Background: an optimization exercise with open tools, aiming at small area and a short achievable clock period. Do not read the settings as production practice. The RTL was checked by simulation tests, not by an equivalence proof against the original design.

## epsilon
// izhneuron_verilog
module izhneuron_verilog(clk, rst, en, WE, Addr, AER_BUS, Weight, spike_out);
input wire clk;
input wire rst;
input wire en;
input wire WE;
input wire [3:0] Addr;
input wire [3:0] AER_BUS;
input wire [10:0] Weight;
output wire spike_out;
reg [10:0] mem0, mem1, mem2, mem3;
reg [3:0] valid;                  
reg [10:0] wout, acc, I;
reg [13:0] N, t;              
wire sel0 = valid[0] & (AER_BUS == 4'd0);
wire sel1 = valid[1] & (AER_BUS == 4'd1);
wire sel2 = valid[2] & (AER_BUS == 4'd2);
wire sel3 = valid[3] & (AER_BUS == 4'd3);
wire [10:0] rdg = ({11{sel0}} & mem0) | ({11{sel1}} & mem1) | ({11{sel2}} & mem2) | ({11{sel3}} & mem3);
wire sm0 = acc[0] ^ wout[0];
wire sc0 = acc[0] & wout[0];
wire sm1 = acc[1] ^ wout[1] ^ sc0;
wire sc1 = (acc[1] & wout[1]) | (acc[1] & sc0) | (wout[1] & sc0);
wire sm2 = acc[2] ^ wout[2] ^ sc1;
wire sc2 = (acc[2] & wout[2]) | (acc[2] & sc1) | (wout[2] & sc1);
wire sm3 = acc[3] ^ wout[3] ^ sc2;
wire sc3 = (acc[3] & wout[3]) | (acc[3] & sc2) | (wout[3] & sc2);
wire sm4 = acc[4] ^ wout[4] ^ sc3;
wire sc4 = (acc[4] & wout[4]) | (acc[4] & sc3) | (wout[4] & sc3);
wire sm5 = acc[5] ^ wout[5] ^ sc4;
wire sc5 = (acc[5] & wout[5]) | (acc[5] & sc4) | (wout[5] & sc4);
wire sm6 = acc[6] ^ wout[6] ^ sc5;
wire sc6 = (acc[6] & wout[6]) | (acc[6] & sc5) | (wout[6] & sc5);
wire sm7 = acc[7] ^ wout[7] ^ sc6;
wire sc7 = (acc[7] & wout[7]) | (acc[7] & sc6) | (wout[7] & sc6);
wire sm8 = acc[8] ^ wout[8] ^ sc7;
wire sc8 = (acc[8] & wout[8]) | (acc[8] & sc7) | (wout[8] & sc7);
wire sm9 = acc[9] ^ wout[9] ^ sc8;
wire sc9 = (acc[9] & wout[9]) | (acc[9] & sc8) | (wout[9] & sc8);
wire sm10 = acc[10] ^ wout[10] ^ sc9;
wire sc10 = (acc[10] & wout[10]) | (acc[10] & sc9) | (wout[10] & sc9);
wire [10:0] sum = {sm10, sm9, sm8, sm7, sm6, sm5, sm4, sm3, sm2, sm1, sm0};
wire [10:0] I_next = en ? sum : I;
wire [10:0] In = {~I[10], I[9:0]};                              
  ...
==> flow/config.mk <==
export PLATFORM = sky130hd
export DESIGN_NAME = izhneuron_verilog
export DESIGN_NICKNAME = izhneuron_verilog
export VERILOG_FILES = /design/flow/design.v
export SDC_FILE = /design/flow/constraint.sdc
export NUM_CORES = 4
export LEC_CHECK = 0
export CAP_MARGIN = 20
export CORE_MARGIN = 2
export CORE_UTILIZATION = 40
export SLEW_MARGIN = 20
==> flow/constraint.sdc <==
create_clock -name core_clock -period 21.0 [get_ports {clk}]
set_input_delay 4.2000 -clock core_clock [delete_from_list [all_inputs] [get_ports {clk}]]
set_output_delay 4.2000 -clock core_clock [all_outputs]
set_load 0.01 [all_outputs]
standard.sh (not shown) runs the stock make flow with config.mk's settings and CLKGATE_MAP_FILE= SYNTH_SCRIPT=/design/flow/synth_recipe.tcl, a recipe that flattens the netlist after the stock synthesis.
==> flow/flow/run.sh <==
#!/bin/bash
set -e
cp standard.sh standard.sh.log
export SETUP_SLACK_MARGIN=${FLOW_SETUP_MARGIN:-12}
export BUFFER_PORTS_ARGS="-buffer_cell sky130_fd_sc_hd__buf_2"
# after global routing: the reset input of spike_out's gate is fed straight from
# the reset port's buffer (flow/post_grt.tcl)
export POST_GLOBAL_ROUTE_TCL=$(pwd)/flow/post_grt.tcl
bash standard.sh synth > synth.log 2>&1
R=orfs/results/sky130hd/izhneuron_verilog/base
cp $R/1_2_yosys.v yosys_netlist_before_polar.v.log
python3 flow/polar.py $R/1_2_yosys.v $R/1_2_yosys.polar.v > polar.log 2>&1
mv $R/1_2_yosys.polar.v $R/1_2_yosys.v
rm -f $R/1_synth.odb
bash standard.sh > standard.log 2>&1
Other scripts of this flow, unchanged in this note and not shown: flow/flow/polar.py, flow/flow/post_grt.tcl
epsilon: no failed stages, no open violations at the end
Here is what was changed in the inputs of alpha compared with epsilon.
--- a/flow/flow/run.sh
+++ b/flow/flow/run.sh
@@ -1,0 +2,5 @@
+# Standard ORFS layout of the standard synthesis, with these changes in how it is made:
+#  - after synthesis, flow/polar.py re-polarises full adders (FA(~a,~b,~c) =
+#    ~FA(a,b,c)) to drop inverters; the registers and the function are unchanged;
+#  - the gate driving spike_out takes the reset from the reset port's buffer
+#    directly, not through the reset's fan-out buffers (flow/post_grt.tcl);
@@ -4 +9 @@
-export SETUP_SLACK_MARGIN=${FLOW_SETUP_MARGIN:-12}
+export SETUP_SLACK_MARGIN=${FLOW_SETUP_MARGIN:-12.15}
Notes after the runs:
- epsilon -> alpha: highest clock rate flat
- | final worst-path cycle share | alpha vs epsilon | ≈ equal |
- alpha vs epsilon, top fanout value on the critical path went down by 1.
- The wire length of the first global-routing pass of alpha and that of epsilon are within noise of each other.
- Looking at alpha and epsilon, the hold slack is a wash.

==> static timing again, ports no longer ideal <==
Ports are ideal in the flow. The routed layouts listed here were re-timed in OpenROAD. Step 1 (the two cells are an assumption about what drives the block):
set clk [get_ports {clk}]
set_driving_cell -lib_cell sky130_fd_sc_hd__clkbuf_16 $clk
set_driving_cell -lib_cell sky130_fd_sc_hd__buf_2 [delete_from_list [all_inputs] $clk]
Step 2 adds t to the input delays and takes it off the output delays; t is the mean of the earliest and latest rising clock arrival at the registers after step 1. Input paths then give back, and output paths get back, about the clock's delay inside the block. Slacks: ideal ports / drivers / drivers and shift; pairs: ideal ports / drivers.
run | t (ns) | slack for setup (ns) | hold WS [ns] | worst data-port slew with drivers (ns) | cell pins on the clock port's net
epsilon | 0.393 | 12.150 / 12.119 / 12.119 | 0.477 / 0.477 / 0.477 | 0.04 | 1
alpha | 0.394 | 12.155 / 12.117 / 12.117 | 0.477 / 0.477 / 0.477 | 0.05 | 1
After both steps setup and hold are still met in every run listed. The setup slack of alpha, which loses most, moves by -0.038 ns with the drivers and by -0.038 ns with both steps.
